Background: an optimization exercise with open tools, aiming at small area, a short achievable clock period and few clock cycles per item. Do not read the settings as production practice.
Only simulation tests tie the RTL to the original design; equivalence was not proved.
Power figures rest on the tool's default switching activity, not on a simulated workload.

[design/flow/run.sh]
#!/bin/bash
# synth_recipe.tcl (not shown) runs the flow's synth.tcl, then flattens the netlist and writes it again
# the make line also repeats each setting of config.mk as NAME=value (left out here)
make -C /OpenROAD-flow-scripts/flow DESIGN_CONFIG=/design/flow/config.mk WORK_HOME=/design/flow/orfs CLKGATE_MAP_FILE= SYNTH_SCRIPT=/design/flow/synth_recipe.tcl finish
[design/flow/config.mk]
export PLATFORM = sky130hd
export DESIGN_NAME = processor
export DESIGN_NICKNAME = processor
export VERILOG_FILES = /design/flow/design.v
export SDC_FILE = /design/flow/constraint.sdc
export NUM_CORES = 4
export LEC_CHECK = 0
export CAP_MARGIN = 20
export CORE_MARGIN = 2
export CORE_UTILIZATION = 40
export PLACE_DENSITY = 0.6
export SLEW_MARGIN = 20
[design/flow/constraint.sdc]
create_clock -name core_clock -period 6.0 [get_ports {clk}]
set_input_delay 1.2000 -clock core_clock [delete_from_list [all_inputs] [get_ports {clk}]]
set_output_delay 1.2000 -clock core_clock [all_outputs]
set_load 0.01 [all_outputs]
[design/flow/design.v]
module instruction_memory(clk, state, imem_data, instr);
    input clk;
    input [2:0] state;
    input [31:0] imem_data;
    output reg[31:0] instr;
    always @(posedge clk) begin
        if(state == 3'd0) begin           
            instr <= imem_data;          
        end
    end
endmodule
module decoder(clk, state, instruct, 
    format, opcode, rs, rt, rd, 
    shift_amt, immediate, target);
    input [31:0] instruct;               
    input [2:0] state;
    input clk;
    output reg [1:0] format;
    output reg [4:0] rs, rt, rd, shift_amt;
    output reg [5:0] opcode;
    output reg [15:0] immediate;
    output reg [25:0] target;
    always @(posedge clk) begin
        if(state == 3'd1) begin                                 
            if(instruct[31:26] == 6'd0) begin                  
                format <= 2'd0;
                rs <= instruct[25:21];
                rt <= instruct[20:16];
                rd <= instruct[15:11];
                shift_amt <= instruct[10:6];
                opcode <= instruct[5:0];
            end
            else if(instruct[31:26] == 6'b000011) begin             
                format <= 2'd1;
                opcode <= instruct[31:26];
                target <= instruct[25:0];
            end
            else begin                                        
                format <= 2'd2;
                opcode <= instruct[31:26];
                rs <= instruct[25:21];
                if(instruct[31:26] == 6'b000100 || instruct[31:26] == 6'b000101) begin   
                    rt <= instruct[20:16];
                end
                else begin
                    rd <= instruct[20:16];
                end
                immediate <= instruct[15:0];
            end
        end
    end
endmodule
module register_file(clk, rst, state, read_address1, read_address2,
    write_address1, write_address2, write, format, valid, 
    read_out1, read_out2, write_in, done);
    input [7:0] write_in;
    input [4:0] read_address1, read_address2;
    input [4:0] write_address1, write_address2;
    input [2:0] state;
    input [1:0] format;
    input clk, rst, write, valid;
    output reg [7:0] read_out1, read_out2;
    output reg done;
    reg [7:0] registers[31:0];
    integer k;
    always @(posedge clk) begin
        if(rst == 1'b1) begin                         
            for(k = 0; k < 32; k = k + 1) begin
                registers[k] <= 8'd0;
            end
            done <= 1'b0;
        end
        else if(state == 3'd2) begin                        
            read_out1 <= registers[read_address1];
            read_out2 <= registers[read_address2];
        end
        else if(state == 3'd5) begin                  
            if(write == 1'b1 && valid == 1'b1) begin         
                if(format == 2'd1 && write_address2 != 5'd0) begin 
                    registers[write_address2] <= write_in;     
                end
                else if(write_address1 != 5'd0) begin
                    registers[write_address1] <= write_in;     
                end
            end
        end
        else if(state == 3'd6) begin                 
            read_out1 <= registers[4];
            done <= 1'b1;
        end
    end
endmodule
module data_memory(clk, state, data_en, 
    dmem_data, row_data);
    input clk, data_en;
    input [2:0] state;
    input [7:0] dmem_data;
    output reg [7:0] row_data;
    always @(posedge clk) begin
        if(state == 3'd4 && data_en == 1'b1) begin       
            row_data <= dmem_data;                       
        end
    end
endmodule
module alu_unit(clk, rst, state, pc, 
    format, opcode, op1, op2, 
    shift, imm, jumpt, new_pc, 
    data_addr, reg_addr, data_out, 
    data_en, valid, write);
    input clk, rst;
    input [1:0] format;
    input [2:0] state;
    input [4:0] shift;
    input [5:0] opcode;
    input [7:0] op1, op2, pc;
    input [15:0] imm;
    input [25:0] jumpt;
    output reg [7:0] data_out, new_pc;
    output reg [4:0] reg_addr;
    output reg [3:0] data_addr;
    output reg valid, write, data_en;
    always @(posedge clk) begin
        if(rst == 1'b1) begin
            data_addr <= 4'd0;                       
        end
        else if(state == 3'd3) begin
            valid <= 1'b1;
            write <= 1'b0;
            data_en <= 1'b0;
            reg_addr <= 5'd0;
            if(format == 2'd0) begin
                case (opcode) 
                    6'b101010: begin
                        if($signed(op1) < $signed(op2)) begin    
                            data_out <= 8'd1;        
                        end
                        else begin
                            data_out <= 8'd0;        
                        end
                        write <= 1'b1;               
                        new_pc <= pc + 1;
                    end
                    6'b100001: begin
                        data_out <= op1 + op2;       
                        write <= 1'b1;               
                        new_pc <= pc + 1;
                    end
                    6'b001000: begin
                        new_pc <= op1;               
                    end
                    default: begin
                        valid <= 1'b0;               
                        new_pc <= pc + 1;            
                    end
                endcase
            end
            else if(format == 2'd2) begin
                case (opcode)
                    6'b001001: begin
                        data_out <= op1 + imm[7:0];          
                        write <= 1'b1;                       
                        new_pc <= pc + 1;
                    end
                    6'b000100: begin
                        if(op1 == op2) begin
                            new_pc <= pc + imm[7:0];         
                        end
                        else begin
                            new_pc <= pc + 1;                
                        end
                    end
                    6'b100011: begin
                        data_addr <= op1 + imm[7:0];         
                        data_en <= 1'b1;                     
                        write <= 1'b1;                       
                        new_pc <= pc + 1;
                    end
                    6'b000101: begin
                        if(op1 != op2) begin
                            new_pc <= pc + imm[7:0];     
                        end
                        else begin
                            new_pc <= pc + 1;            
                        end
                    end
                    default: begin
                        valid <= 1'b0;               
                        new_pc <= pc + 1;            
                    end
                endcase
            end
            else if(format == 2'd1) begin              
                data_out <= pc + 8'd4;               
                reg_addr <= 5'd31;                   
                write <= 1'b1;                       
                new_pc <= jumpt[7:0];                
            end
            else begin
                valid <= 1'b0;               
                new_pc <= pc + 1;            
            end
        end
    end
endmodule
module processor(clk, rst, max_pc, imem_addr, imem_data, dmem_addr, dmem_data, done, out);
    input clk, rst;
    input [7:0] max_pc;                  
    output [7:0] imem_addr;              
    input [31:0] imem_data;              
    output [3:0] dmem_addr;              
    input [7:0] dmem_data;               
    output reg done;
    output reg [7:0] out;
    reg [2:0] state;
    reg [7:0] pc;
    wire [31:0] instr;
    wire [1:0] format;
    wire [5:0] opcode;
    wire [4:0] rs, rd, rt, shift;
    wire [15:0] imm;
    wire [25:0] jt;
    wire [7:0] r_data1, r_data2;
    reg [7:0] w_data;
    wire [3:0] data_addr;
    wire [4:0] reg_addr;
    wire valid, write, data_en, exec_done;
    wire [7:0] new_pc, res_data, data_out;
    assign imem_addr = pc;
    assign dmem_addr = data_addr;
    instruction_memory INSTR(clk, state, imem_data, instr);
    decoder DEC(clk, state, instr, 
            format, opcode, rs, rt, rd, 
            shift, imm, jt);
    register_file REGFILE(clk, rst, state, 
            rs, rt, rd, reg_addr, 
            write, format, valid, 
            r_data1, r_data2, w_data, 
            exec_done);
    alu_unit ALU(clk, rst, state, pc, 
            format, opcode, r_data1, r_data2, 
            shift, imm, jt, new_pc, 
            data_addr, reg_addr, res_data, 
            data_en, valid, write);
    data_memory DATA(clk, state, data_en, dmem_data, data_out);
    always @(posedge clk) begin
        if(rst == 1'b1) begin
            state <= 3'd0;
            done <= 1'd0;
            pc <= 0;
        end
        else begin
            if(state == 3'd5 && pc < max_pc) begin        
                state <= 3'd0;                           
            end
            else if(state != 3'd6) begin                 
                state <= state + 3'd1;                   
            end
            else begin                                   
                out <= r_data1;                          
                done <= exec_done;                       
            end
            if(state == 3'd4) begin
                pc <= new_pc;                            
            end
        end
    end
    always @(*) begin
        if(data_en == 1'b1) begin
            w_data = data_out;                   
        end
        else begin
            w_data = res_data;                   
        end
    end
endmodule
==> results of run 1 <==
cell type report:
type	instances	area share [%]
clock inverter	30	1.22
tap	672	3.67
multi-input combinational	935	34.5
inverter	33	0.541
sequential	398	51.3
antenna	1	0.0109
timing repair buffer	89	3.68
clock buffer	52	5.13
placed cells by master, fill, tap and decap left out, types with 17 or more instances in the layout:
master,count
sky130_fd_sc_hd__ha_1,43
sky130_fd_sc_hd__a22oi_1,32
sky130_fd_sc_hd__nand3_1,18
sky130_fd_sc_hd__o21ai_0,28
sky130_fd_sc_hd__mux2_2,17
sky130_fd_sc_hd__nor2_1,289
sky130_fd_sc_hd__nor3_1,17
sky130_fd_sc_hd__clkbuf_16,46
sky130_fd_sc_hd__buf_4,21
sky130_fd_sc_hd__dfxtp_1,20
sky130_fd_sc_hd__clkdlybuf4s50_1,66
sky130_fd_sc_hd__edfxtp_1,376
sky130_fd_sc_hd__mux4_2,144
sky130_fd_sc_hd__nand2_1,92
sky130_fd_sc_hd__inv_1,33
sky130_fd_sc_hd__nand2b_1,39
sky130_fd_sc_hd__a21oi_1,50
routing by layer:
metal / vias to the layer above / part of all wire, % / wire length (um)
met1: 6374 / 41 / 21400
met5: - / 0.025 / 13
met3: 113 / 7.8 / 4070
li1: 5592 / - / -
met4: 2 / 4.0 / 2100
met2: 527 / 47 / 24900
worst paths after layout:
kind                                                 to  slack (ns)  cells after the start
hold / removal                                 register        0.44                      2
setup reg to reg  REGFILE.registers[8][6]$_SDFFCE_PN0P_        2.38                      6
setup / recovery  REGFILE.registers[8][6]$_SDFFCE_PN0P_        2.38                      6
hold reg to reg                                register        0.44                      2
worst min-delay path: cells and delay by family, from the launching register on:
kind	cells	cell delay, ns
flip-flops	1	0.32
AND/OR/NAND/NOR	2	0.09
power by group through the flow:
stage	logic, mW	registers (mW)	clock network, mW
4_1_cts	0.914	3.39	2.75
3_5_place_dp	0.909	3.45	0
2_1_floorplan	0.688	3.32	0
5_1_grt	0.978	3.42	2.86
6_report	0.921	3.39	2.71
3_3_place_gp	0.901	3.44	0
logic make-up after synthesis:
kind of cell | count (synthesis) | synth area share (%)
muxes | 178 | 18.0
buffers and inverters | 131 | 2.66
other | 1 | 0.0187
xor gates and xnor gates | 26 | 1.14
AOI/OAI and AO/OA | 168 | 5.48
adders and majority gates | 46 | 2.99
and+or+nand+nor | 509 | 11.2
DFF | 398 | 58.6
through the flow:
| step | instance area, um2 | setup slack (ns) |
|---|---|---|
| after floorplan | 20100 | 3.03 |
| after global placement | 21400 | 2.21 |
| after detailed placement | 21400 | 2.09 |
| after CTS | 22900 | 2.45 |
| after global routing | 22900 | 2.25 |
| final | 22900 | 2.38 |
==> flow_summary.html, run 1 <==
<table>
<tr><th>Metric</th><th>Value</th></tr>
<tr><th colspan="2">Timing</th></tr>
<tr><td>Summed negative setup slack over all endpoints</td><td>0 ns</td></tr>
<tr><td>Setup repair after global routing missed its margin</td><td>false</td></tr>
<tr><td>Final worst clock skew</td><td>0.0197 ns</td></tr>
<tr><td>Final-report setup violation count</td><td>0</td></tr>
<tr><td>Headroom to the max-slew limit</td><td>30.1%</td></tr>
<tr><td>Portion of the clock cycle consumed by the worst path in the final layout</td><td>60.3%</td></tr>
<tr><td>Worst hold margin</td><td>~0.44 ns</td></tr>
<tr><td>Period minus WS final</td><td>about 3.6 ns</td></tr>
<tr><td>Final max-slew violation count</td><td>0</td></tr>
<tr><td>Worst Max-Slew Pin Slew</td><td>~1.0 ns</td></tr>
<tr><td>Final hold violations</td><td>0</td></tr>
<tr><td>Achievable frequency</td><td>roughly 280 MHz</td></tr>
<tr><th colspan="2">Die</th></tr>
<tr><td>Area of the core region</td><td>49800 um2</td></tr>
<tr><td>Number of standard-cell rows in the floorplan</td><td>82</td></tr>
<tr><td>Die outline area</td><td>51900 um2</td></tr>
<tr><td>Starting density of the core</td><td>just over 40%</td></tr>
<tr><td>Vertical extent of the die</td><td>roughly 230 um</td></tr>
<tr><td>Ports</td><td>between 70 and 80</td></tr>
<tr><td>Die width</td><td>228 um</td></tr>
<tr><th colspan="2">Job</th></tr>
<tr><td>Max-capacitance violation count</td><td>0</td></tr>
<tr><th colspan="2">Yosys</th></tr>
<tr><td>Count of flip-flops with a built-in enable after synthesis</td><td>~380</td></tr>
<tr><td>Number of synthesized register bits</td><td>398</td></tr>
<tr><td>Distinct cell type count after synthesis</td><td>59</td></tr>
<tr><td>Synth top cells by count</td><td>376 x sky130_fd_sc_hd__edfxtp_1, 289 x sky130_fd_sc_hd__nor2_1, 144 x sky130_fd_sc_hd__mux4_2, 92 x sky130_fd_sc_hd__nand2_1, 73 x sky130_fd_sc_hd__clkbuf_1</td></tr>
<tr><td>Cell type contributing the most total cell area after synthesis</td><td>sky130_fd_sc_hd__edfxtp_1</td></tr>
<tr><td>Top cells by area in the synthesized netlist</td><td>sky130_fd_sc_hd__edfxtp_1 56%, sky130_fd_sc_hd__mux4_2 16%, sky130_fd_sc_hd__nor2_1 5.4%</td></tr>
<tr><td>Top flip-flop cell by instance count after synthesis</td><td>sky130_fd_sc_hd__edfxtp_1</td></tr>
<tr><td>Number of warnings reported in the yosys synthesis log</td><td>6</td></tr>
<tr><td>Most frequent cell after synthesis</td><td>sky130_fd_sc_hd__edfxtp_1</td></tr>
<tr><td>Async set-reset flop share out of synthesis</td><td>0%</td></tr>
<tr><td>Syn_area_per_cell</td><td>between 10 and 15 um2</td></tr>
<tr><td>Fraction of post-synthesis cell area in the top cell type by area</td><td>56.4%</td></tr>
<tr><td>Seq/Total Area, Yosys</td><td>58.6%</td></tr>
<tr><td>Number of instances in the synthesized netlist</td><td>1457</td></tr>
<tr><td>Summed instance area of the synthesized netlist</td><td>20000 um2</td></tr>
<tr><th colspan="2">Placement</th></tr>
<tr><td>Total placed cells including tap cells</td><td>2127</td></tr>
<tr><td>IO Port Bufs</td><td>67</td></tr>
<tr><td>Final GP Congestion</td><td>0.873</td></tr>
<tr><td>DPL Wire Length</td><td>35.8 mm</td></tr>
<tr><th colspan="2">Power</th></tr>
<tr><td>Cell internal pwr</td><td>5.21 mW</td></tr>
<tr><td>Clock share of power</td><td>between 30% and 40%</td></tr>
<tr><td>Total Power</td><td>7.02 mW</td></tr>
<tr><td>Flop pwr share</td><td>48.3%</td></tr>
<tr><td>Maximum VDD drop</td><td>0.000171 V</td></tr>
<tr><td>Switching share of total power</td><td>25.8%</td></tr>
<tr><td>Proportion of power drawn by combinational gates</td><td>13.1%</td></tr>
<tr><td>Switch Pwr</td><td>between 1.5 and 2 mW</td></tr>
<tr><td>Power Density</td><td>306 nW/um2</td></tr>
<tr><td>Leakage Power</td><td>8.03 nW</td></tr>
<tr><th colspan="2">CTS</th></tr>
<tr><td>Skew-Pair Late Insertion Delay</td><td>0.58 ns</td></tr>
<tr><td>CTS resizes</td><td>0</td></tr>
<tr><td>CTS Buffer Depth</td><td>3</td></tr>
<tr><td>H-tree lvl count</td><td>2</td></tr>
<tr><td>Clock sink total</td><td>398</td></tr>
<tr><td>TritonCTS buffer count</td><td>44</td></tr>
<tr><td>Clock slew at the register clock pins of the worst setup and hold paths</td><td>roughly 0.06 ns</td></tr>
<tr><td>CTS Hold Buffers Added</td><td>0</td></tr>
<tr><td>TritonCTS clock tree</td><td>done</td></tr>
<tr><td>Buffers inserted by post-CTS timing repair</td><td>0</td></tr>
<tr><td>Cell at the root of the clock tree</td><td>sky130_fd_sc_hd__clkbuf_16</td></tr>
<tr><th colspan="2">Worst setup path</th></tr>
<tr><td>Startpoint of the worst-slack reg-to-reg timing path</td><td>state[0]$_SDFFE_PP0N_</td></tr>
<tr><td>Required time at the endpoint of the critical path</td><td>6.23 ns</td></tr>
<tr><td>Crit path cell chain</td><td>ha_1 &gt; nand4_1 &gt; a211oi_1 &gt; nor4b_4 &gt; nand2_2 &gt; nand2b_1</td></tr>
<tr><td>Critical Path Slowest Stage Cell</td><td>sky130_fd_sc_hd__nor4b_4</td></tr>
<tr><td>Kind of end point of the critical path</td><td>register</td></tr>
<tr><td>Startpoint Class</td><td>register</td></tr>
<tr><td>Largest stage delay on the critical path</td><td>0.94 ns</td></tr>
<tr><td>Critical Setup Path Class</td><td>register to register</td></tr>
<tr><td>Cell class contributing the biggest share of worst-path delay</td><td>simple AND/OR/NAND/NOR gates</td></tr>
<tr><td>Worst setup path start</td><td>state[0]$_SDFFE_PP0N_</td></tr>
<tr><td>Critical-path maximum fanout</td><td>9</td></tr>
<tr><td>Worst path bufs/invs</td><td>0</td></tr>
<tr><td>Arrival time at the worst endpoint</td><td>3.85 ns</td></tr>
<tr><th colspan="2">Global routing</th></tr>
<tr><td>Overall Global Routing Usage</td><td>20.4%</td></tr>
<tr><td>Largest net degree at the start of global routing</td><td>65</td></tr>
<tr><td>Global Route met1 Usage</td><td>27.5%</td></tr>
<tr><td>GR met3 Demand/Resource</td><td>3.85%</td></tr>
<tr><td>Met2 track demand over resource</td><td>32.6%</td></tr>
<tr><td>Overall overflow remaining after global route</td><td>0</td></tr>
<tr><td>Most congested layer reported by global routing</td><td>met2</td></tr>
<tr><td>Number of antenna violations at the first check in global routing</td><td>2</td></tr>
<tr><td>Wire length of the first global-routing pass</td><td>79.4 mm</td></tr>
<tr><td>Vias in the first global route</td><td>about 13000</td></tr>
<tr><th colspan="2">Detailed routing</th></tr>
<tr><td>Detailed-route DRC error count</td><td>0</td></tr>
<tr><td>Number of nets still failing antenna checks after routing</td><td>0</td></tr>
<tr><td>Detail-routed net length per standard cell</td><td>23.7 um</td></tr>
<tr><td>Detailed-route wire length</td><td>52.5 mm</td></tr>
<tr><td>Detailed-route via count</td><td>12600</td></tr>
<tr><td>1st-iter DRT viols</td><td>1105</td></tr>
<tr><td>First-pass iteration count of the detailed router</td><td>7</td></tr>
<tr><td>Ratio of routed vias to standard cells</td><td>about 5.7</td></tr>
<tr><th colspan="2">Status</th></tr>
<tr><td>Run status</td><td>no timing/DRC/antenna violations</td></tr>
<tr><th colspan="2">Finish</th></tr>
<tr><td>Filler instances</td><td>4376</td></tr>
<tr><td>Fraction of layout cells with a size suffix above 1</td><td>18.0%</td></tr>
<tr><td>Largest Register</td><td>REGFILE.registers</td></tr>
<tr><td>Register area</td><td>11700 um2</td></tr>
<tr><td>Post-route non-filler standard cell count</td><td>between 2000 and 2500</td></tr>
<tr><td>Post-synthesis to final-layout area growth</td><td>14.3%</td></tr>
<tr><td>Layout Utilization</td><td>46.0%</td></tr>
<tr><td>Multi-input gate area</td><td>7900 um2</td></tr>
<tr><td>Flip-flop count of the largest register, all copies and words added</td><td>256</td></tr>
<tr><td>Largest registers</td><td>REGFILE.registers x256, INSTR.instr x29</td></tr>
<tr><td>Number of nets in the final layout</td><td>1597</td></tr>
<tr><th colspan="2">Min path</th></tr>
<tr><td>Hold path startpoint</td><td>DEC.rs[2]$_DFFE_PP_</td></tr>
<tr><td>Worst hold path type</td><td>register to register</td></tr>
</table>
Testbench counts, summed over its fixed seeds: cycles 92,064, instructions 15,104.
==> run 2, diff against run 1 <==
==> design/flow/design.v (replaced) <==
module register_file(clk, rst, ra1, ra2, wa, wd, rd1, rd2, r4);
    input clk, rst;
    input [4:0] ra1, ra2;
    input [4:0] wa;                
    input [7:0] wd;
    output [7:0] rd1, rd2;
    output [7:0] r4;
    reg [7:0] regs [1:31];
    wire [7:0] wd_m = rst ? 8'd0 : wd;
    genvar i;
    generate
        for (i = 1; i < 32; i = i + 1) begin : g_reg
            always @(posedge clk)
                if (rst || wa == i)
                    regs[i] <= wd_m;
        end
    endgenerate
    assign rd1 = (ra1 == 5'd0) ? 8'd0 : regs[ra1];
    assign rd2 = (ra2 == 5'd0) ? 8'd0 : regs[ra2];
    assign r4 = regs[4];
endmodule
module processor(clk, rst, max_pc, imem_addr, imem_data, dmem_addr, dmem_data, done, out);
    input clk, rst;
    input [7:0] max_pc;
    output [7:0] imem_addr;
    input [31:0] imem_data;
    output [3:0] dmem_addr;
    input [7:0] dmem_data;
    output reg done;
    output [7:0] out;
    reg       e_valid;           
    reg [7:0] e_pc;              
    reg [7:0] e_pc1;             
    reg [7:0] e_tgt;             
    reg [7:0] e_imm;             
    reg [7:0] e_a, e_b;          
    reg [4:0] e_wa;              
    reg       e_br, e_bne;       
    reg       e_jal, e_jr;
    reg       e_useimm;          
    reg       e_slt, e_lw;
    wire       eq    = (e_a == e_b);
    wire       taken = e_br & (eq ^ e_bne);
    wire [7:0] seq   = e_jal ? e_imm : (e_jr ? e_a : e_pc1);
    wire [7:0] npc   = taken ? e_tgt : seq;
    wire [7:0] sum   = e_a + (e_useimm ? e_imm : e_b);
    wire       lt    = $signed(e_a) < $signed(e_b);
    wire [7:0] wd    = e_lw  ? dmem_data :
                       e_jal ? (e_pc + 8'd4) :
                       e_slt ? {7'd0, lt} : sum;
    wire       finish = e_valid & (npc >= max_pc);
    assign imem_addr = npc;
    assign dmem_addr = sum[3:0];
    wire [4:0] f_rs = imem_data[25:21];
    wire [4:0] f_rt = imem_data[20:16];
    wire [7:0] rd1, rd2;
    register_file REGFILE(.clk(clk), .rst(rst), .ra1(f_rs), .ra2(f_rt),
                          .wa(e_wa), .wd(wd), .rd1(rd1), .rd2(rd2), .r4(out));
    wire [7:0] f_a = (f_rs != 5'd0 && f_rs == e_wa) ? wd : rd1;
    wire [7:0] f_b = (f_rt != 5'd0 && f_rt == e_wa) ? wd : rd2;
    wire [5:0] f_op = imem_data[31:26];
    wire [5:0] f_fn = imem_data[5:0];
    wire [7:0] f_imm = imem_data[7:0];
    wire f_rtype = (f_op == 6'b000000);
    wire f_slt   = f_rtype && f_fn == 6'b101010;
    wire f_addu  = f_rtype && f_fn == 6'b100001;
    wire f_jr    = f_rtype && f_fn == 6'b001000;
    wire f_jal   = (f_op == 6'b000011);
    wire f_addiu = (f_op == 6'b001001);
    wire f_beq   = (f_op == 6'b000100);
    wire f_bne   = (f_op == 6'b000101);
    wire f_lw    = (f_op == 6'b100011);
    wire [4:0] f_wa = (f_slt | f_addu)  ? imem_data[15:11] :
                      (f_addiu | f_lw)  ? f_rt :
                      f_jal             ? 5'd31 : 5'd0;
    wire go = ~rst & ~done & ~finish;
    always @(posedge clk) begin
        e_pc   <= npc;
        e_pc1  <= npc + 8'd1;
        e_tgt  <= npc + f_imm;
        e_a    <= f_a;
        e_b    <= f_b;
        e_useimm <= f_addiu | f_lw;
        e_slt  <= f_slt;
        e_lw   <= f_lw;
        e_jr   <= f_jr;
        e_bne  <= f_bne;
        if (rst) begin
            e_valid <= 1'b0;
            e_wa    <= 5'd0;
            e_br    <= 1'b0;
            e_jal   <= 1'b1;
            e_imm   <= 8'd0;
            done    <= 1'b0;
        end else begin
            e_valid <= go;
            e_wa    <= go ? f_wa : 5'd0;
            e_br    <= f_beq | f_bne;
            e_jal   <= f_jal;
            e_imm   <= f_imm;
            if (finish) done <= 1'b1;
        end
    end
endmodule
--- a/design/flow/config.mk
+++ b/design/flow/config.mk
@@ -10,3 +10,4 @@
 export CORE_UTILIZATION = 40
 export PLACE_DENSITY = 0.6
+export SETUP_SLACK_MARGIN = 3
 export SLEW_MARGIN = 20
==> flow_summary.html, run 2 <==
<table>
<tr><th>Metric</th><th>Value</th></tr>
<tr><th colspan="2">Status</th></tr>
<tr><td>Run status</td><td>no timing/DRC/antenna violations (unchanged)</td></tr>
<tr><th colspan="2">Detailed routing</th></tr>
<tr><td>Detailed-route wire length</td><td>81.2 mm (was 52.5 mm)</td></tr>
<tr><td>Detailed-route DRC error count</td><td>0 (unchanged)</td></tr>
<tr><td>First-pass iteration count of the detailed router</td><td>8 (was 7)</td></tr>
<tr><td>Detailed-route via count</td><td>14800 (was 12600)</td></tr>
<tr><td>Number of nets still failing antenna checks after routing</td><td>0 (unchanged)</td></tr>
<tr><td>Ratio of routed vias to standard cells</td><td>6.87 (was 5.70)</td></tr>
<tr><td>Detail-routed net length per standard cell</td><td>37.7 um (was 23.7 um)</td></tr>
<tr><td>1st-iter DRT viols</td><td>2090 (was 1105)</td></tr>
<tr><th colspan="2">Power</th></tr>
<tr><td>Switching share of total power</td><td>30.8% (was 25.8%)</td></tr>
<tr><td>Switch Pwr</td><td>2.04 mW (was 1.81 mW)</td></tr>
<tr><td>Power Density</td><td>328 nW/um2 (was 306 nW/um2)</td></tr>
<tr><td>Flop pwr share</td><td>44.7% (was 48.3%)</td></tr>
<tr><td>Leakage Power</td><td>7.32 nW (was 8.03 nW)</td></tr>
<tr><td>Total Power</td><td>6.61 mW (was 7.02 mW)</td></tr>
<tr><td>Proportion of power drawn by combinational gates</td><td>20.8% (was 13.1%)</td></tr>
<tr><td>Maximum VDD drop</td><td>0.000201 V (was 0.000171 V)</td></tr>
<tr><td>Cell internal pwr</td><td>4.58 mW (was 5.21 mW)</td></tr>
<tr><td>Clock share of power</td><td>34.5% (was 38.6%)</td></tr>
<tr><th colspan="2">Timing</th></tr>
<tr><td>Setup repair after global routing missed its margin</td><td>true (was false)</td></tr>
<tr><td>Achievable frequency</td><td>255 MHz (was 276 MHz)</td></tr>
<tr><td>Portion of the clock cycle consumed by the worst path in the final layout</td><td>65.5% (was 60.3%)</td></tr>
<tr><td>Final-report setup violation count</td><td>0 (unchanged)</td></tr>
<tr><td>Headroom to the max-slew limit</td><td>24.6% (was 30.1%)</td></tr>
<tr><td>Summed negative setup slack over all endpoints</td><td>0 ns (unchanged)</td></tr>
<tr><td>Final worst clock skew</td><td>0.0343 ns (was 0.0197 ns)</td></tr>
<tr><td>Final max-slew violation count</td><td>0 (unchanged)</td></tr>
<tr><td>Period minus WS final</td><td>3.93 ns (was 3.62 ns)</td></tr>
<tr><td>Worst Max-Slew Pin Slew</td><td>1.12 ns (was 1.05 ns)</td></tr>
<tr><td>Min setup slack post-route</td><td>2.07 ns (was 2.38 ns)</td></tr>
<tr><td>Final hold violations</td><td>0 (unchanged)</td></tr>
<tr><th colspan="2">Min path</th></tr>
<tr><td>Hold path startpoint</td><td>REGFILE.regs[1][7]$_DFFE_PP_ (was DEC.rs[2]$_DFFE_PP_)</td></tr>
<tr><td>Destination of the worst hold path</td><td>e_b[7]$_DFF_P_</td></tr>
<tr><td>Worst hold path type</td><td>register to register (unchanged)</td></tr>
<tr><td>WHS Path Cells</td><td>2 (unchanged)</td></tr>
<tr><th colspan="2">Finish</th></tr>
<tr><td>Fraction of layout cells with a size suffix above 1</td><td>22.8% (was 18.0%)</td></tr>
<tr><td>Top library cells by usage in the layout, fill and taps aside</td><td>248 x sky130_fd_sc_hd__edfxtp_1, 104 x sky130_fd_sc_hd__nand2_1, 97 x sky130_fd_sc_hd__nand3_1 (was 376 x sky130_fd_sc_hd__edfxtp_1, 289 x sky130_fd_sc_hd__nor2_1, 144 x sky130_fd_sc_hd__mux4_2)</td></tr>
<tr><td>Final design instance area without fill</td><td>20100 um2 (was 22900 um2)</td></tr>
<tr><td>Number of nets in the final layout</td><td>1681 (was 1597)</td></tr>
<tr><td>Commonest non-fill, non-tap cell in the layout</td><td>sky130_fd_sc_hd__edfxtp_1 (unchanged)</td></tr>
<tr><td>Flip-flop count of the largest register, all copies and words added</td><td>248 (was 256)</td></tr>
<tr><td>Post-synthesis to final-layout area growth</td><td>24.2% (was 14.3%)</td></tr>
<tr><td>Largest Register</td><td>REGFILE.regs (was REGFILE.registers)</td></tr>
<tr><th colspan="2">Worst setup path</th></tr>
<tr><td>Critical-path maximum fanout</td><td>8 (was 9)</td></tr>
<tr><td>Cell class contributing the biggest share of worst-path delay</td><td>buffers and inverters (was simple AND/OR/NAND/NOR gates)</td></tr>
<tr><td>Worst path most repeated cell</td><td>sky130_fd_sc_hd__buf_6</td></tr>
<tr><td>Critical Path Slowest Stage Cell</td><td>sky130_fd_sc_hd__or3_4 (was sky130_fd_sc_hd__nor4b_4)</td></tr>
<tr><td>Worst path bufs/invs</td><td>5 (was 0)</td></tr>
<tr><td>Required time at the endpoint of the critical path</td><td>4.80 ns (was 6.23 ns)</td></tr>
<tr><td>Arrival time at the worst endpoint</td><td>2.73 ns (was 3.85 ns)</td></tr>
<tr><td>Reg-to-reg slack, setup</td><td>2.46 ns (was 2.38 ns)</td></tr>
<tr><td>Crit path cell chain</td><td>inv_2 &gt; ha_4 &gt; nand4_1 &gt; buf_6 &gt; or3_4 &gt; a21boi_4 &gt; buf_12 &gt; buf_6 &gt; mux2_4 &gt; buf_6 (was ha_1 &gt; nand4_1 &gt; a211oi_1 &gt; nor4b_4 &gt; nand2_2 &gt; nand2b_1)</td></tr>
<tr><td>Worst reg2reg endpoint</td><td>e_wa[2]$_SDFF_PP0_ (was REGFILE.registers[8][6]$_SDFFCE_PN0P_)</td></tr>
<tr><td>Kind of end point of the critical path</td><td>primary output (was register)</td></tr>
<tr><td>Startpoint Class</td><td>register (unchanged)</td></tr>
<tr><td>Startpoint of the worst-slack reg-to-reg timing path</td><td>e_b[7]$_DFF_P_ (was state[0]$_SDFFE_PP0N_)</td></tr>
<tr><td>Worst setup path start</td><td>e_b[7]$_DFF_P_ (was state[0]$_SDFFE_PP0N_)</td></tr>
<tr><td>Critical Setup Path Class</td><td>register to primary output (was register to register)</td></tr>
<tr><td>Worst R2R Path Depth</td><td>18 (was 6)</td></tr>
<tr><td>Largest stage delay on the critical path</td><td>0.38 ns (was 0.94 ns)</td></tr>
<tr><th colspan="2">Yosys</th></tr>
<tr><td>Fraction of post-synthesis cell area in the top cell type by area</td><td>45.9% (was 56.4%)</td></tr>
<tr><td>Distinct cell type count after synthesis</td><td>80 (was 59)</td></tr>
<tr><td>Number of instances in the synthesized netlist</td><td>1469 (was 1457)</td></tr>
<tr><td>Count of flip-flops with a built-in enable after synthesis</td><td>248 (was 376)</td></tr>
<tr><td>Cell type contributing the most total cell area after synthesis</td><td>sky130_fd_sc_hd__edfxtp_1 (unchanged)</td></tr>
<tr><td>Synth top cells by count</td><td>248 x sky130_fd_sc_hd__edfxtp_1, 106 x sky130_fd_sc_hd__nand2_1, 98 x sky130_fd_sc_hd__nand3_1, 82 x sky130_fd_sc_hd__o21ai_0, 62 x sky130_fd_sc_hd__dfxtp_1 (was 376 x sky130_fd_sc_hd__edfxtp_1, 289 x sky130_fd_sc_hd__nor2_1, 144 x sky130_fd_sc_hd__mux4_2, 92 x sky130_fd_sc_hd__nand2_1, 73 x sky130_fd_sc_hd__clkbuf_1)</td></tr>
<tr><td>Summed instance area of the synthesized netlist</td><td>16200 um2 (was 20000 um2)</td></tr>
<tr><td>Seq/Total Area, Yosys</td><td>53.6% (was 58.6%)</td></tr>
<tr><td>Top cells by area in the synthesized netlist</td><td>sky130_fd_sc_hd__edfxtp_1 46%, sky130_fd_sc_hd__dfxtp_1 7.7%, sky130_fd_sc_hd__nand3_1 3.0% (was sky130_fd_sc_hd__edfxtp_1 56%, sky130_fd_sc_hd__mux4_2 16%, sky130_fd_sc_hd__nor2_1 5.4%)</td></tr>
<tr><td>Number of warnings reported in the yosys synthesis log</td><td>11 (was 6)</td></tr>
<tr><td>Most frequent cell after synthesis</td><td>sky130_fd_sc_hd__edfxtp_1 (unchanged)</td></tr>
<tr><td>Async set-reset flop share out of synthesis</td><td>0% (unchanged)</td></tr>
<tr><td>Top flip-flop cell by instance count after synthesis</td><td>sky130_fd_sc_hd__edfxtp_1 (unchanged)</td></tr>
<tr><td>Syn_area_per_cell</td><td>11.0 um2 (was 13.7 um2)</td></tr>
<tr><td>Number of synthesized register bits</td><td>310 (was 398)</td></tr>
<tr><th colspan="2">Global routing</th></tr>
<tr><td>Wire length of the first global-routing pass</td><td>110 mm (was 79.4 mm)</td></tr>
<tr><td>Vias in the first global route</td><td>14100 (was 12800)</td></tr>
<tr><td>Overall Global Routing Usage</td><td>38.2% (was 20.4%)</td></tr>
<tr><td>Number of antenna violations at the first check in global routing</td><td>1 (was 2)</td></tr>
<tr><td>Overall overflow remaining after global route</td><td>0 (unchanged)</td></tr>
<tr><td>Largest net degree at the start of global routing</td><td>39 (was 65)</td></tr>
<tr><th colspan="2">CTS</th></tr>
<tr><td>TritonCTS clock tree</td><td>done (unchanged)</td></tr>
<tr><td>Clock slew at the register clock pins of the worst setup and hold paths</td><td>0.07 ns (was 0.06 ns)</td></tr>
<tr><td>Skew-Pair Late Insertion Delay</td><td>0.59 ns (was 0.58 ns)</td></tr>
<tr><td>CTS Buffer Depth</td><td>3 (unchanged)</td></tr>
<tr><td>Cell at the root of the clock tree</td><td>sky130_fd_sc_hd__clkbuf_16 (unchanged)</td></tr>
<tr><td>TritonCTS buffer count</td><td>36 (was 44)</td></tr>
<tr><td>H-tree lvl count</td><td>2 (unchanged)</td></tr>
<tr><td>Clock sink total</td><td>310 (was 398)</td></tr>
<tr><th colspan="2">Die</th></tr>
<tr><td>Area of the core region</td><td>39900 um2 (was 49800 um2)</td></tr>
<tr><td>Die outline area</td><td>42200 um2 (was 51900 um2)</td></tr>
<tr><td>Ports</td><td>71 (unchanged)</td></tr>
<tr><td>Number of standard-cell rows in the floorplan</td><td>73 (was 82)</td></tr>
<tr><td>Starting density of the core</td><td>40.6% (was 40.3%)</td></tr>
<tr><td>Die width</td><td>205 um (was 228 um)</td></tr>
<tr><td>Vertical extent of the die</td><td>205 um (was 228 um)</td></tr>
<tr><th colspan="2">Placement</th></tr>
<tr><td>DPL Wire Length</td><td>55.9 mm (was 35.8 mm)</td></tr>
<tr><td>Worst slack at placement</td><td>1.54 ns (was 2.09 ns)</td></tr>
<tr><td>IO Port Bufs</td><td>67 (unchanged)</td></tr>
<tr><td>Post-placement cell area</td><td>17800 um2 (was 21400 um2)</td></tr>
<tr><td>Final GP Congestion</td><td>1.03 (was 0.873)</td></tr>
<tr><th colspan="2">Job</th></tr>
<tr><td>Max-capacitance violation count</td><td>0 (unchanged)</td></tr>
</table>
-- run 2: changes by cell type in the layout (fill, tap and decap cells not counted), moves of 31 or more --
cell                       before  now
sky130_fd_sc_hd__edfxtp_1     376  248
sky130_fd_sc_hd__mux4_2       144    1
sky130_fd_sc_hd__and3_1         5   36
sky130_fd_sc_hd__o21ai_0       28   72
sky130_fd_sc_hd__dfxtp_1       20   51
sky130_fd_sc_hd__buf_6          0   32
sky130_fd_sc_hd__nand4_1        4   45
sky130_fd_sc_hd__a32oi_1        2   45
sky130_fd_sc_hd__nand3_1       18   97
sky130_fd_sc_hd__nor2_1       289   44
sky130_fd_sc_hd__buf_4         21   95
-- run 2: area by class of cell --
| class | count | area (um2) |
|---|---|---|
| sequential | 310 | 8700 |
| inverter | 35 | 136 |
| fill | 3546 | 19800 |
| timing repair buffer | 192 | 1830 |
| antenna | 3 | 7.51 |
| multi-input combinational | 1022 | 7600 |
| clock inverter | 17 | 169 |
| tap | 525 | 657 |
| clock buffer | 49 | 1040 |
-- run 2: power by group through the flow --
stage	sequential (mW)	combinational (mW)	clock, mW
finish	2.96	1.38	2.28
global route	2.97	1.43	2.36
CTS	2.94	1.25	2.28
detailed placement	2.98	1.14	0
global placement	2.98	1.13	0
floorplan	2.86	0.638	0
-- run 2: what timing repair did --
action	CTS	global route
setup endpoints to repair	227	138
gates cloned	3	0
buffers inserted	36	19
gates resized for setup	155	74
pin swaps	24	32
hold buffers	0	0
hold endpoints to repair	0	0
-- run 2: cells by family (layout without fill, tap and decap cells) --
family / count (synthesis) / count (layout) / synth area share, %
xor+xnor: 28 / 28 / 1.51
simple gates: 527 / 528 / 17.9
compound gates: 362 / 363 / 15.9
other cells: 0 / 3 / 0
fa+ha+maj: 34 / 34 / 2.72
buf+inv: 139 / 293 / 3.83
flops: 310 / 310 / 53.6
mux: 69 / 69 / 4.62
-- run 2: metrics by stage --
| step | util [%] | cells | hold slack, ns |
|---|---|---|---|
| 2_1_floorplan | - | 1469 | 0.513 |
| 5_1_grt | 50.5 | 2150 | 0.587 |
| 3_5_place_dp | 44.6 | 2026 | 0.540 |
| 4_1_cts | 49.4 | 2131 | 0.554 |
| 6_report | 50.5 | 2153 | 0.563 |
| 3_3_place_gp | 44.4 | 2024 | 0.542 |
-- run 2: worst max-delay path by stage --
stage,depth (start not counted),endpoint,slack (ns)
3_5_place_dp,8,e_b[0]$_DFF_P_,1.54
5_1_grt,10,imem_addr[6],2.02
3_3_place_gp,8,e_a[5]$_DFF_P_,1.54
4_1_cts,10,imem_addr[6],2.05
6_report,10,imem_addr[6],2.07
2_1_floorplan,15,e_tgt[6]$_DFF_P_,2.89
-- run 2: routing by layer --
layer  up-vias  GRT usage [%]  wire [um]  part of all wire (%)
met5         -              0          0                     0
met4         0           19.6       5240                   6.4
met3       278           12.1      10200                    13
met2      1144           58.0      34900                    43
met1      7351           49.1      30900                    38
li1       6017              -          -                     -
-- run 2: tightest hold or removal path, cell delays in order, from the launching register on --
cell and delay (ns):
sky130_fd_sc_hd__edfxtp_1 0.34, sky130_fd_sc_hd__o21ai_0 0.08, sky130_fd_sc_hd__o2bb2ai_1 0.12
Testbench counts of run 2, summed over its fixed seeds: cycles 16,064, instructions 15,104.
==> run 3, diff against run 2 <==
--- a/design/flow/config.mk
+++ b/design/flow/config.mk
@@ -10,4 +10,4 @@
 export CORE_UTILIZATION = 40
 export PLACE_DENSITY = 0.6
-export SETUP_SLACK_MARGIN = 3
+export SETUP_SLACK_MARGIN = 2
 export SLEW_MARGIN = 20
==> flow_summary.html, run 3 <==
<table>
<tr><th>Metric</th><th>Value</th></tr>
<tr><th colspan="2">Detailed routing</th></tr>
<tr><td>Ratio of routed vias to standard cells</td><td>6.85 (was 6.87)</td></tr>
<tr><td>Detailed-route wire length</td><td>79.5 mm (was 81.2 mm)</td></tr>
<tr><td>Number of nets still failing antenna checks after routing</td><td>0 (unchanged)</td></tr>
<tr><td>Detailed-route via count</td><td>14500 (was 14800)</td></tr>
<tr><td>First-pass iteration count of the detailed router</td><td>6 (was 8)</td></tr>
<tr><td>1st-iter DRT viols</td><td>2412 (was 2090)</td></tr>
<tr><td>Detailed-route DRC error count</td><td>0 (unchanged)</td></tr>
<tr><td>Detail-routed net length per standard cell</td><td>37.5 um (was 37.7 um)</td></tr>
<tr><th colspan="2">Yosys</th></tr>
<tr><td>Async set-reset flop share out of synthesis</td><td>0% (unchanged)</td></tr>
<tr><td>Cell type contributing the most total cell area after synthesis</td><td>sky130_fd_sc_hd__edfxtp_1 (unchanged)</td></tr>
<tr><td>Fraction of post-synthesis cell area in the top cell type by area</td><td>45.9% (unchanged)</td></tr>
<tr><td>Count of flip-flops with a built-in enable after synthesis</td><td>248 (unchanged)</td></tr>
<tr><td>Distinct cell type count after synthesis</td><td>80 (unchanged)</td></tr>
<tr><td>Top cells by area in the synthesized netlist</td><td>sky130_fd_sc_hd__edfxtp_1 46%, sky130_fd_sc_hd__dfxtp_1 7.7%, sky130_fd_sc_hd__nand3_1 3.0% (unchanged)</td></tr>
<tr><td>Top flip-flop cell by instance count after synthesis</td><td>sky130_fd_sc_hd__edfxtp_1 (unchanged)</td></tr>
<tr><td>Most frequent cell after synthesis</td><td>sky130_fd_sc_hd__edfxtp_1 (unchanged)</td></tr>
<tr><td>Summed instance area of the synthesized netlist</td><td>16200 um2 (unchanged)</td></tr>
<tr><td>Number of synthesized register bits</td><td>310 (unchanged)</td></tr>
<tr><td>Number of instances in the synthesized netlist</td><td>1469 (unchanged)</td></tr>
<tr><td>Synth top cells by count</td><td>248 x sky130_fd_sc_hd__edfxtp_1, 106 x sky130_fd_sc_hd__nand2_1, 98 x sky130_fd_sc_hd__nand3_1, 82 x sky130_fd_sc_hd__o21ai_0, 62 x sky130_fd_sc_hd__dfxtp_1 (unchanged)</td></tr>
<tr><td>Seq/Total Area, Yosys</td><td>53.6% (unchanged)</td></tr>
<tr><td>Number of warnings reported in the yosys synthesis log</td><td>11 (unchanged)</td></tr>
<tr><td>Syn_area_per_cell</td><td>11.0 um2 (unchanged)</td></tr>
<tr><th colspan="2">CTS</th></tr>
<tr><td>Clock sink total</td><td>310 (unchanged)</td></tr>
<tr><td>Cell at the root of the clock tree</td><td>sky130_fd_sc_hd__clkbuf_16 (unchanged)</td></tr>
<tr><td>TritonCTS buffer count</td><td>37 (was 36)</td></tr>
<tr><td>TritonCTS clock tree</td><td>done (unchanged)</td></tr>
<tr><td>Clock slew at the register clock pins of the worst setup and hold paths</td><td>0.06 ns (was 0.07 ns)</td></tr>
<tr><td>CTS Hold Buffers Added</td><td>0 (unchanged)</td></tr>
<tr><td>Skew-Pair Late Insertion Delay</td><td>0.57 ns (was 0.59 ns)</td></tr>
<tr><td>H-tree lvl count</td><td>2 (unchanged)</td></tr>
<tr><td>CTS Buffer Depth</td><td>3 (unchanged)</td></tr>
<tr><th colspan="2">Finish</th></tr>
<tr><td>Post-synthesis to final-layout area growth</td><td>18.2% (was 24.2%)</td></tr>
<tr><td>Register area</td><td>8700 um2 (about the same)</td></tr>
<tr><td>Post-route non-filler standard cell count</td><td>2120 (was 2153)</td></tr>
<tr><td>Largest Register</td><td>REGFILE.regs (unchanged)</td></tr>
<tr><td>Flip-flop count of the largest register, all copies and words added</td><td>248 (unchanged)</td></tr>
<tr><td>Number of nets in the final layout</td><td>1648 (was 1681)</td></tr>
<tr><td>Fraction of layout cells with a size suffix above 1</td><td>16.3% (was 22.8%)</td></tr>
<tr><td>Multi-input gate area</td><td>7120 um2 (was 7600 um2)</td></tr>
<tr><td>Top library cells by usage in the layout, fill and taps aside</td><td>248 x sky130_fd_sc_hd__edfxtp_1, 106 x sky130_fd_sc_hd__nand2_1, 98 x sky130_fd_sc_hd__nand3_1 (was 248 x sky130_fd_sc_hd__edfxtp_1, 104 x sky130_fd_sc_hd__nand2_1, 97 x sky130_fd_sc_hd__nand3_1)</td></tr>
<tr><td>Layout Utilization</td><td>48.0% (was 50.5%)</td></tr>
<tr><td>Filler instances</td><td>3683 (was 3546)</td></tr>
<tr><td>Commonest non-fill, non-tap cell in the layout</td><td>sky130_fd_sc_hd__edfxtp_1 (unchanged)</td></tr>
<tr><td>Final design instance area without fill</td><td>19200 um2 (was 20100 um2)</td></tr>
<tr><th colspan="2">Worst setup path</th></tr>
<tr><td>Crit path cell chain</td><td>ha_1 &gt; nand4_1 &gt; or3_4 &gt; a21boi_4 &gt; buf_6 &gt; buf_4 &gt; mux2_4 &gt; buf_6 (was inv_2 &gt; ha_4 &gt; nand4_1 &gt; buf_6 &gt; or3_4 &gt; a21boi_4 &gt; buf_12 &gt; buf_6 &gt; mux2_4 &gt; buf_6)</td></tr>
<tr><td>Cell class contributing the biggest share of worst-path delay</td><td>simple AND/OR/NAND/NOR gates (was buffers and inverters)</td></tr>
<tr><td>Worst path bufs/invs</td><td>3 (was 5)</td></tr>
<tr><td>Critical Path Sink</td><td>imem_addr[3] (was imem_addr[6])</td></tr>
<tr><td>WP depth</td><td>8 (was 10)</td></tr>
<tr><td>Critical Path Slowest Stage Cell</td><td>sky130_fd_sc_hd__or3_4 (unchanged)</td></tr>
<tr><td>Worst R2R Path Depth</td><td>16 (was 18)</td></tr>
<tr><td>Critical-path maximum fanout</td><td>3 (was 8)</td></tr>
<tr><td>Startpoint Class</td><td>register (unchanged)</td></tr>
<tr><td>Worst path most repeated cell</td><td>sky130_fd_sc_hd__buf_6 (unchanged)</td></tr>
<tr><td>Kind of end point of the critical path</td><td>primary output (unchanged)</td></tr>
<tr><td>Worst setup path start</td><td>e_a[4]$_DFF_P_ (was e_b[7]$_DFF_P_)</td></tr>
<tr><td>Startpoint of the worst-slack reg-to-reg timing path</td><td>e_a[4]$_DFF_P_ (was e_b[7]$_DFF_P_)</td></tr>
<tr><td>Arrival time at the worst endpoint</td><td>2.80 ns (was 2.73 ns)</td></tr>
<tr><td>Critical Setup Path Class</td><td>register to primary output (unchanged)</td></tr>
<tr><td>Reg-to-reg slack, setup</td><td>2.17 ns (was 2.46 ns)</td></tr>
<tr><td>Required time at the endpoint of the critical path</td><td>4.80 ns (about the same)</td></tr>
<tr><td>Worst reg2reg endpoint</td><td>e_tgt[6]$_DFF_P_ (was e_wa[2]$_SDFF_PP0_)</td></tr>
<tr><td>Largest stage delay on the critical path</td><td>0.45 ns (was 0.38 ns)</td></tr>
<tr><th colspan="2">Die</th></tr>
<tr><td>Number of standard-cell rows in the floorplan</td><td>73 (unchanged)</td></tr>
<tr><td>Starting density of the core</td><td>40.6% (unchanged)</td></tr>
<tr><td>Ports</td><td>71 (unchanged)</td></tr>
<tr><td>Vertical extent of the die</td><td>205 um (unchanged)</td></tr>
<tr><td>Die width</td><td>205 um (unchanged)</td></tr>
<tr><td>Die outline area</td><td>42200 um2 (unchanged)</td></tr>
<tr><td>Area of the core region</td><td>39900 um2 (unchanged)</td></tr>
<tr><th colspan="2">Global routing</th></tr>
<tr><td>Wire length of the first global-routing pass</td><td>109 mm (was 110 mm)</td></tr>
<tr><td>Number of antenna violations at the first check in global routing</td><td>3 (was 1)</td></tr>
<tr><td>Largest net degree at the start of global routing</td><td>32 (was 39)</td></tr>
<tr><td>Overall Global Routing Usage</td><td>37.7% (was 38.2%)</td></tr>
<tr><td>Overall overflow remaining after global route</td><td>0 (unchanged)</td></tr>
<tr><td>Vias in the first global route</td><td>13900 (was 14100)</td></tr>
<tr><th colspan="2">Min path</th></tr>
<tr><td>Worst hold path type</td><td>register to register (unchanged)</td></tr>
<tr><th colspan="2">Power</th></tr>
<tr><td>Power Density</td><td>336 nW/um2 (was 328 nW/um2)</td></tr>
<tr><td>Leakage Power</td><td>6.93 nW (was 7.32 nW)</td></tr>
<tr><td>Total Power</td><td>6.44 mW (was 6.61 mW)</td></tr>
<tr><td>Maximum VDD drop</td><td>0.000256 V (was 0.000201 V)</td></tr>
<tr><th colspan="2">Timing</th></tr>
<tr><td>Final hold violations</td><td>0 (unchanged)</td></tr>
<tr><td>Final worst clock skew</td><td>0.0172 ns (was 0.0343 ns)</td></tr>
<tr><td>Period minus WS final</td><td>4.00 ns (was 3.93 ns)</td></tr>
<tr><td>Final-report setup violation count</td><td>0 (unchanged)</td></tr>
<tr><td>Summed negative setup slack over all endpoints</td><td>0 ns (unchanged)</td></tr>
<tr><td>Portion of the clock cycle consumed by the worst path in the final layout</td><td>66.7% (was 65.5%)</td></tr>
<tr><td>Achievable frequency</td><td>250 MHz (was 255 MHz)</td></tr>
<tr><td>Setup repair after global routing missed its margin</td><td>true (unchanged)</td></tr>
<tr><td>Final max-slew violation count</td><td>0 (unchanged)</td></tr>
<tr><td>Headroom to the max-slew limit</td><td>25.4% (was 24.6%)</td></tr>
<tr><td>Worst Max-Slew Pin Slew</td><td>1.12 ns (about the same)</td></tr>
<tr><th colspan="2">Job</th></tr>
<tr><td>Max-capacitance violation count</td><td>0 (unchanged)</td></tr>
<tr><th colspan="2">Placement</th></tr>
<tr><td>IO Port Bufs</td><td>67 (unchanged)</td></tr>
<tr><td>Total placed cells including tap cells</td><td>2028 (was 2026)</td></tr>
<tr><td>DPL Wire Length</td><td>55.8 mm (was 55.9 mm)</td></tr>
<tr><td>Final GP Congestion</td><td>0.995 (was 1.03)</td></tr>
<tr><td>Post-placement cell area</td><td>17700 um2 (was 17800 um2)</td></tr>
<tr><th colspan="2">Status</th></tr>
<tr><td>Run status</td><td>no timing/DRC/antenna violations (unchanged)</td></tr>
</table>
-- run 3: layer usage --
| layer | vias up | GRT usage (%) | routed length [um] |
|---|---|---|---|
| li1 | 5946 | - | - |
| met1 | 7217 | 50.2 | 31400 |
| met2 | 1098 | 56.0 | 33200 |
| met3 | 267 | 10.4 | 9590 |
| met4 | 2 | 19.9 | 5390 |
| met5 | - | 0 | 12 |
-- run 3: worst min path at each step --
stage                                       startpoint                to  cells past startpoint
final                     REGFILE.regs[1][3]$_DFFE_PP_    e_a[3]$_DFF_P_                      2
after floorplan                       e_tgt[0]$_DFF_P_  e_pc1[0]$_DFF_P_                      1
after global placement    REGFILE.regs[1][2]$_DFFE_PP_    e_b[2]$_DFF_P_                      2
after detailed placement  REGFILE.regs[1][3]$_DFFE_PP_    e_a[3]$_DFF_P_                      2
after CTS                 REGFILE.regs[1][1]$_DFFE_PP_    e_b[1]$_DFF_P_                      2
after global routing      REGFILE.regs[1][2]$_DFFE_PP_    e_a[2]$_DFF_P_                      2
-- run 3: cell type report --
type / instances / area share [%]
flip-flops and latches: 310 / 45.4
multi-input cells: 1020 / 37.1
repair buffers: 160 / 7.02
clock buffers: 48 / 5.48
well taps: 525 / 3.43
clock inverters: 20 / 0.861
inverters: 35 / 0.685
diodes: 2 / 0.0261
-- run 3: kinds of logic (layout without fill, tap and decap cells) --
group / count (synthesis) / after routing / synth area share, %
buffers and inverters: 139 / 263 / 3.83
AO/OA/AOI/OAI: 362 / 362 / 15.9
XOR/XNOR: 28 / 28 / 1.51
other: 0 / 2 / 0
AND/OR/NAND/NOR: 527 / 527 / 17.9
flip-flops: 310 / 310 / 53.6
adder cells (fa/ha/maj): 34 / 34 / 2.72
multiplexers: 69 / 69 / 4.62
-- run 3: stage by stage --
stage	hold WS (ns)	setup slack, ns
floorplan	0.484	2.48
global placement	0.544	1.67
detailed placement	0.554	1.64
CTS	0.571	1.93
global route	0.592	1.93
finish	0.577	2.00
-- run 3: worst register-to-register path, delay by kind of cell (launching register included) --
family                     cells  cell delay (ns)
adders and majority gates      3             0.96
AOI/OAI and AO/OA              5             0.92
and+or+nand+nor                2             0.67
buffers and inverters          4             0.49
DFF                            1             0.36
muxes                          1             0.23
xor gates and xnor gates       1             0.14
-- run 3: timing repair --
action | 4_1_cts | 5_1_grt
setup buffers | 18 | 4
setup endpoints to repair | 80 | 9
pin swaps | 3 | 4
resized for setup | 45 | 21
-- run 3: where the power goes --
| group | internal [mW] | switching (mW) |
|---|---|---|
| clock | 1.33 | 0.977 |
| combinational | 0.417 | 0.765 |
| sequential | 2.72 | 0.238 |
| total | 4.46 | 1.98 |
==> run 4, diff against run 3 <==
--- a/design/flow/config.mk
+++ b/design/flow/config.mk
@@ -10,4 +10,3 @@
 export CORE_UTILIZATION = 40
 export PLACE_DENSITY = 0.6
-export SETUP_SLACK_MARGIN = 2
 export SLEW_MARGIN = 20
==> flow_summary.html, run 4 <==
<table>
<tr><th>Metric</th><th>Value</th></tr>
<tr><th colspan="2">Finish</th></tr>
<tr><td>Largest Register</td><td>REGFILE.regs (unchanged)</td></tr>
<tr><td>Commonest non-fill, non-tap cell in the layout</td><td>sky130_fd_sc_hd__edfxtp_1 (unchanged)</td></tr>
<tr><td>Multi-input gate area</td><td>7020 um2 (was 7120 um2)</td></tr>
<tr><td>Flip-flop count of the largest register, all copies and words added</td><td>248 (unchanged)</td></tr>
<tr><td>Register area</td><td>8690 um2 (was 8700 um2)</td></tr>
<tr><td>Final design instance area without fill</td><td>18900 um2 (was 19200 um2)</td></tr>
<tr><td>Filler instances</td><td>3715 (was 3683)</td></tr>
<tr><td>Fraction of layout cells with a size suffix above 1</td><td>13.5% (was 16.3%)</td></tr>
<tr><td>Post-synthesis to final-layout area growth</td><td>16.4% (was 18.2%)</td></tr>
<tr><td>Number of nets in the final layout</td><td>1626 (was 1648)</td></tr>
<tr><td>Top library cells by usage in the layout, fill and taps aside</td><td>248 x sky130_fd_sc_hd__edfxtp_1, 106 x sky130_fd_sc_hd__nand2_1, 98 x sky130_fd_sc_hd__nand3_1 (unchanged)</td></tr>
<tr><td>Post-route non-filler standard cell count</td><td>2097 (was 2120)</td></tr>
<tr><th colspan="2">Power</th></tr>
<tr><td>Cell internal pwr</td><td>4.44 mW (was 4.46 mW)</td></tr>
<tr><td>Total Power</td><td>6.40 mW (was 6.44 mW)</td></tr>
<tr><td>Switch Pwr</td><td>1.96 mW (was 1.98 mW)</td></tr>
<tr><td>Switching share of total power</td><td>30.6% (was 30.7%)</td></tr>
<tr><td>Flop pwr share</td><td>46.0% (was 45.9%)</td></tr>
<tr><td>Clock share of power</td><td>36.0% (was 35.8%)</td></tr>
<tr><td>Leakage Power</td><td>6.78 nW (was 6.93 nW)</td></tr>
<tr><td>Maximum VDD drop</td><td>0.000254 V (was 0.000256 V)</td></tr>
<tr><td>Proportion of power drawn by combinational gates</td><td>18.0% (was 18.3%)</td></tr>
<tr><td>Power Density</td><td>339 nW/um2 (was 336 nW/um2)</td></tr>
<tr><th colspan="2">CTS</th></tr>
<tr><td>Buffers inserted by post-CTS timing repair</td><td>0 (was 18)</td></tr>
<tr><td>H-tree lvl count</td><td>2 (unchanged)</td></tr>
<tr><td>Clock sink total</td><td>310 (unchanged)</td></tr>
<tr><td>TritonCTS buffer count</td><td>37 (unchanged)</td></tr>
<tr><td>Cell at the root of the clock tree</td><td>sky130_fd_sc_hd__clkbuf_16 (unchanged)</td></tr>
<tr><td>CTS Buffer Depth</td><td>3 (unchanged)</td></tr>
<tr><td>CTS resizes</td><td>0 (was 45)</td></tr>
<tr><td>Skew-Pair Late Insertion Delay</td><td>0.57 ns (about the same)</td></tr>
<tr><td>TritonCTS clock tree</td><td>done (unchanged)</td></tr>
<tr><td>Clock slew at the register clock pins of the worst setup and hold paths</td><td>0.06 ns (about the same)</td></tr>
<tr><td>CTS Hold Buffers Added</td><td>0 (unchanged)</td></tr>
<tr><th colspan="2">Placement</th></tr>
<tr><td>Final GP Congestion</td><td>0.995 (unchanged)</td></tr>
<tr><td>Post-placement cell area</td><td>17700 um2 (unchanged)</td></tr>
<tr><td>DPL Wire Length</td><td>55.8 mm (unchanged)</td></tr>
<tr><td>IO Port Bufs</td><td>67 (unchanged)</td></tr>
<tr><td>Total placed cells including tap cells</td><td>2028 (unchanged)</td></tr>
<tr><td>Worst slack at placement</td><td>1.64 ns (unchanged)</td></tr>
<tr><th colspan="2">Yosys</th></tr>
<tr><td>Cell type contributing the most total cell area after synthesis</td><td>sky130_fd_sc_hd__edfxtp_1 (unchanged)</td></tr>
<tr><td>Number of warnings reported in the yosys synthesis log</td><td>11 (unchanged)</td></tr>
<tr><td>Seq/Total Area, Yosys</td><td>53.6% (unchanged)</td></tr>
<tr><td>Distinct cell type count after synthesis</td><td>80 (unchanged)</td></tr>
<tr><td>Synth top cells by count</td><td>248 x sky130_fd_sc_hd__edfxtp_1, 106 x sky130_fd_sc_hd__nand2_1, 98 x sky130_fd_sc_hd__nand3_1, 82 x sky130_fd_sc_hd__o21ai_0, 62 x sky130_fd_sc_hd__dfxtp_1 (unchanged)</td></tr>
<tr><td>Summed instance area of the synthesized netlist</td><td>16200 um2 (unchanged)</td></tr>
<tr><td>Number of instances in the synthesized netlist</td><td>1469 (unchanged)</td></tr>
<tr><td>Count of flip-flops with a built-in enable after synthesis</td><td>248 (unchanged)</td></tr>
<tr><td>Fraction of post-synthesis cell area in the top cell type by area</td><td>45.9% (unchanged)</td></tr>
<tr><td>Syn_area_per_cell</td><td>11.0 um2 (unchanged)</td></tr>
<tr><td>Number of synthesized register bits</td><td>310 (unchanged)</td></tr>
<tr><td>Async set-reset flop share out of synthesis</td><td>0% (unchanged)</td></tr>
<tr><td>Top cells by area in the synthesized netlist</td><td>sky130_fd_sc_hd__edfxtp_1 46%, sky130_fd_sc_hd__dfxtp_1 7.7%, sky130_fd_sc_hd__nand3_1 3.0% (unchanged)</td></tr>
<tr><td>Most frequent cell after synthesis</td><td>sky130_fd_sc_hd__edfxtp_1 (unchanged)</td></tr>
<tr><td>Top flip-flop cell by instance count after synthesis</td><td>sky130_fd_sc_hd__edfxtp_1 (unchanged)</td></tr>
<tr><th colspan="2">Timing</th></tr>
<tr><td>Final worst clock skew</td><td>0.0168 ns (was 0.0172 ns)</td></tr>
<tr><td>Portion of the clock cycle consumed by the worst path in the final layout</td><td>82.7% (was 66.7%)</td></tr>
<tr><td>Final hold violations</td><td>0 (unchanged)</td></tr>
<tr><td>Min setup slack post-route</td><td>1.04 ns (was 2.00 ns)</td></tr>
<tr><td>Setup repair after global routing missed its margin</td><td>false (was true)</td></tr>
<tr><td>Final max-slew violation count</td><td>0 (unchanged)</td></tr>
<tr><td>Summed negative setup slack over all endpoints</td><td>0 ns (unchanged)</td></tr>
<tr><td>Final-report setup violation count</td><td>0 (unchanged)</td></tr>
<tr><td>Period minus WS final</td><td>4.96 ns (was 4.00 ns)</td></tr>
<tr><td>Achievable frequency</td><td>202 MHz (was 250 MHz)</td></tr>
<tr><td>Headroom to the max-slew limit</td><td>25.8% (was 25.4%)</td></tr>
<tr><td>Worst Max-Slew Pin Slew</td><td>1.11 ns (was 1.12 ns)</td></tr>
<tr><th colspan="2">Detailed routing</th></tr>
<tr><td>First-pass iteration count of the detailed router</td><td>8 (was 6)</td></tr>
<tr><td>Detailed-route DRC error count</td><td>0 (unchanged)</td></tr>
<tr><td>Ratio of routed vias to standard cells</td><td>6.90 (was 6.85)</td></tr>
<tr><td>Number of nets still failing antenna checks after routing</td><td>0 (unchanged)</td></tr>
<tr><td>Detail-routed net length per standard cell</td><td>37.6 um (was 37.5 um)</td></tr>
<tr><td>Detailed-route via count</td><td>14500 (about the same)</td></tr>
<tr><td>1st-iter DRT viols</td><td>2447 (was 2412)</td></tr>
<tr><td>Detailed-route wire length</td><td>78.9 mm (was 79.5 mm)</td></tr>
<tr><th colspan="2">Worst setup path</th></tr>
<tr><td>Reg-to-reg slack, setup</td><td>1.72 ns (was 2.17 ns)</td></tr>
<tr><td>Startpoint Class</td><td>register (unchanged)</td></tr>
<tr><td>Critical-path maximum fanout</td><td>16 (was 3)</td></tr>
<tr><td>Startpoint of the worst-slack reg-to-reg timing path</td><td>e_a[7]$_DFF_P_ (was e_a[4]$_DFF_P_)</td></tr>
<tr><td>Required time at the endpoint of the critical path</td><td>4.80 ns (about the same)</td></tr>
<tr><td>Worst R2R Path Depth</td><td>12 (was 16)</td></tr>
<tr><td>Worst reg2reg endpoint</td><td>e_tgt[7]$_DFF_P_ (was e_tgt[6]$_DFF_P_)</td></tr>
<tr><td>Kind of end point of the critical path</td><td>primary output (unchanged)</td></tr>
<tr><td>Arrival time at the worst endpoint</td><td>3.76 ns (was 2.80 ns)</td></tr>
<tr><td>Critical Setup Path Class</td><td>register to primary output (unchanged)</td></tr>
<tr><th colspan="2">Global routing</th></tr>
<tr><td>Overall overflow remaining after global route</td><td>0 (unchanged)</td></tr>
<tr><td>Vias in the first global route</td><td>13700 (was 13900)</td></tr>
<tr><td>Overall Global Routing Usage</td><td>37.4% (was 37.7%)</td></tr>
<tr><td>Wire length of the first global-routing pass</td><td>108 mm (was 109 mm)</td></tr>
<tr><td>Largest net degree at the start of global routing</td><td>32 (unchanged)</td></tr>
<tr><td>Number of antenna violations at the first check in global routing</td><td>3 (unchanged)</td></tr>
<tr><th colspan="2">Min path</th></tr>
<tr><td>Worst hold path type</td><td>register to register (unchanged)</td></tr>
<tr><td>WHS Path Cells</td><td>2 (unchanged)</td></tr>
<tr><td>Hold path startpoint</td><td>REGFILE.regs[1][1]$_DFFE_PP_ (was REGFILE.regs[1][3]$_DFFE_PP_)</td></tr>
<tr><td>Destination of the worst hold path</td><td>e_b[1]$_DFF_P_ (was e_a[3]$_DFF_P_)</td></tr>
<tr><th colspan="2">Die</th></tr>
<tr><td>Ports</td><td>71 (unchanged)</td></tr>
<tr><td>Starting density of the core</td><td>40.6% (unchanged)</td></tr>
<tr><td>Die width</td><td>205 um (unchanged)</td></tr>
<tr><td>Number of standard-cell rows in the floorplan</td><td>73 (unchanged)</td></tr>
<tr><td>Die outline area</td><td>42200 um2 (unchanged)</td></tr>
<tr><td>Area of the core region</td><td>39900 um2 (unchanged)</td></tr>
<tr><td>Vertical extent of the die</td><td>205 um (unchanged)</td></tr>
<tr><th colspan="2">Job</th></tr>
<tr><td>Max-capacitance violation count</td><td>0 (unchanged)</td></tr>
<tr><th colspan="2">Status</th></tr>
<tr><td>Run status</td><td>no timing/DRC/antenna violations (unchanged)</td></tr>
</table>
-- run 4: cell count changes in the layout (fill, tap and decap cells not counted), moves of 3 or more --
cell,previous run,this run
sky130_fd_sc_hd__clkdlybuf4s50_1,49,58
sky130_fd_sc_hd__mux2i_1,31,34
sky130_fd_sc_hd__buf_4,89,71
sky130_fd_sc_hd__dfxtp_2,5,0
sky130_fd_sc_hd__mux2i_4,3,0
sky130_fd_sc_hd__clkbuf_2,4,1
sky130_fd_sc_hd__buf_6,7,0
sky130_fd_sc_hd__inv_2,4,0
sky130_fd_sc_hd__mux2_2,28,32
sky130_fd_sc_hd__mux2_4,5,1
sky130_fd_sc_hd__dfxtp_1,56,62
sky130_fd_sc_hd__inv_1,31,35
-- run 4: logic make-up after synthesis --
family / Yosys count / share of synthesized area (%)
fa+ha+maj: 34 / 2.72
buf+inv: 139 / 3.83
simple gates: 527 / 17.9
compound gates: 362 / 15.9
mux: 69 / 4.62
xor+xnor: 28 / 1.51
flops: 310 / 53.6
-- run 4: power groups by stage --
| stage | combinational, mW | clock (mW) | sequential, mW |
|---|---|---|---|
| global placement | 1.10 | 0 | 2.98 |
| detailed placement | 1.11 | 0 | 2.97 |
| floorplan | 0.619 | 0 | 2.86 |
| global route | 1.21 | 2.37 | 2.97 |
| CTS | 1.12 | 2.31 | 2.93 |
| finish | 1.15 | 2.30 | 2.95 |
-- run 4: how the worst max path moves through the flow --
stage,start,slack (ns),depth (start not counted),to
floorplan,e_useimm$_DFF_P_,2.48,9,REGFILE.regs[10][5]$_DFFE_PP_
finish,e_a[7]$_DFF_P_,1.04,6,imem_addr[1]
CTS,e_a[7]$_DFF_P_,1.04,7,imem_addr[1]
global route,e_b[7]$_DFF_P_,0.91,8,imem_addr[1]
global placement,e_a[7]$_DFF_P_,1.67,7,imem_addr[1]
detailed placement,e_b[7]$_DFF_P_,1.64,8,imem_addr[1]
-- run 4: routing by layer --
layer  vias to the layer above  share of wire (%)  global-route usage, %
li1                       5900                  -                      -
met1                      7134                 40                   50.0
met2                      1154                 42                   55.1
met3                       278                 12                   10.4
met4                         2                6.6                   20.0
met5                         -              0.015                      0
-- run 4: layout make-up --
cell class / count / area share, %
antenna: 1 / 0.0133
multi-input combinational: 1020 / 37.2
timing repair buffer: 138 / 6.14
clock inverter: 20 / 0.875
sequential: 310 / 46.0
inverter: 35 / 0.696
tap: 525 / 3.48
clock buffer: 48 / 5.57
-- run 4: stage by stage --
stage / hold WS, ns / utilization [%]
final: 0.575 / 47.3
after global routing: 0.592 / 47.3
after CTS: 0.571 / 47.3
after detailed placement: 0.554 / 44.2
after global placement: 0.544 / 44.2
after floorplan: 0.484 / -
-- run 4: critical path: stages (launching register included) --
cell and delay [ns]:
sky130_fd_sc_hd__dfxtp_1 0.35, sky130_fd_sc_hd__ha_1 0.37, sky130_fd_sc_hd__nand4_1 0.23, sky130_fd_sc_hd__or3_1 0.42, sky130_fd_sc_hd__a21boi_2 0.59, sky130_fd_sc_hd__o21ai_0 0.60
sky130_fd_sc_hd__clkdlybuf4s50_1 0.63

-- re-timing with driven ports --
Ports are ideal in the flow. The routed layouts listed here were re-timed in OpenROAD. Step 1 sets driving cells, clkbuf_16 on the clock port and buf_2 on the other inputs (assumed; they add their load-dependent delay and slew). Step 2 moves the port delays by t, midway between the first and last clock arrival at a register: inputs arrive t later, outputs are due t later. That takes back most of the time a late clock gives input paths. Three values: ideal, step 1, step 2; two values: the first two.
| run | t, ns | setup slack, ns | worst setup path at the end | worst slew at a driven data input, ns |
|---|---|---|---|---|
| run 1 | 0.625 | 2.380 / 2.380 / 2.045 | input to register | 0.04 |
| run 2 | 0.629 | 2.072 / 2.018 / 2.313 | input to register | 0.06 |
| run 3 | 0.615 | 2.000 / 1.945 / 1.470 | input to register | 0.05 |
| run 4 | 0.614 | 1.038 / 0.983 / 1.405 | input to register | 0.05 |
After both steps every run listed still meets setup and hold. For run 3, which loses most, drivers alone change the setup slack by -0.055 ns; drivers and shift together by -0.530 ns.
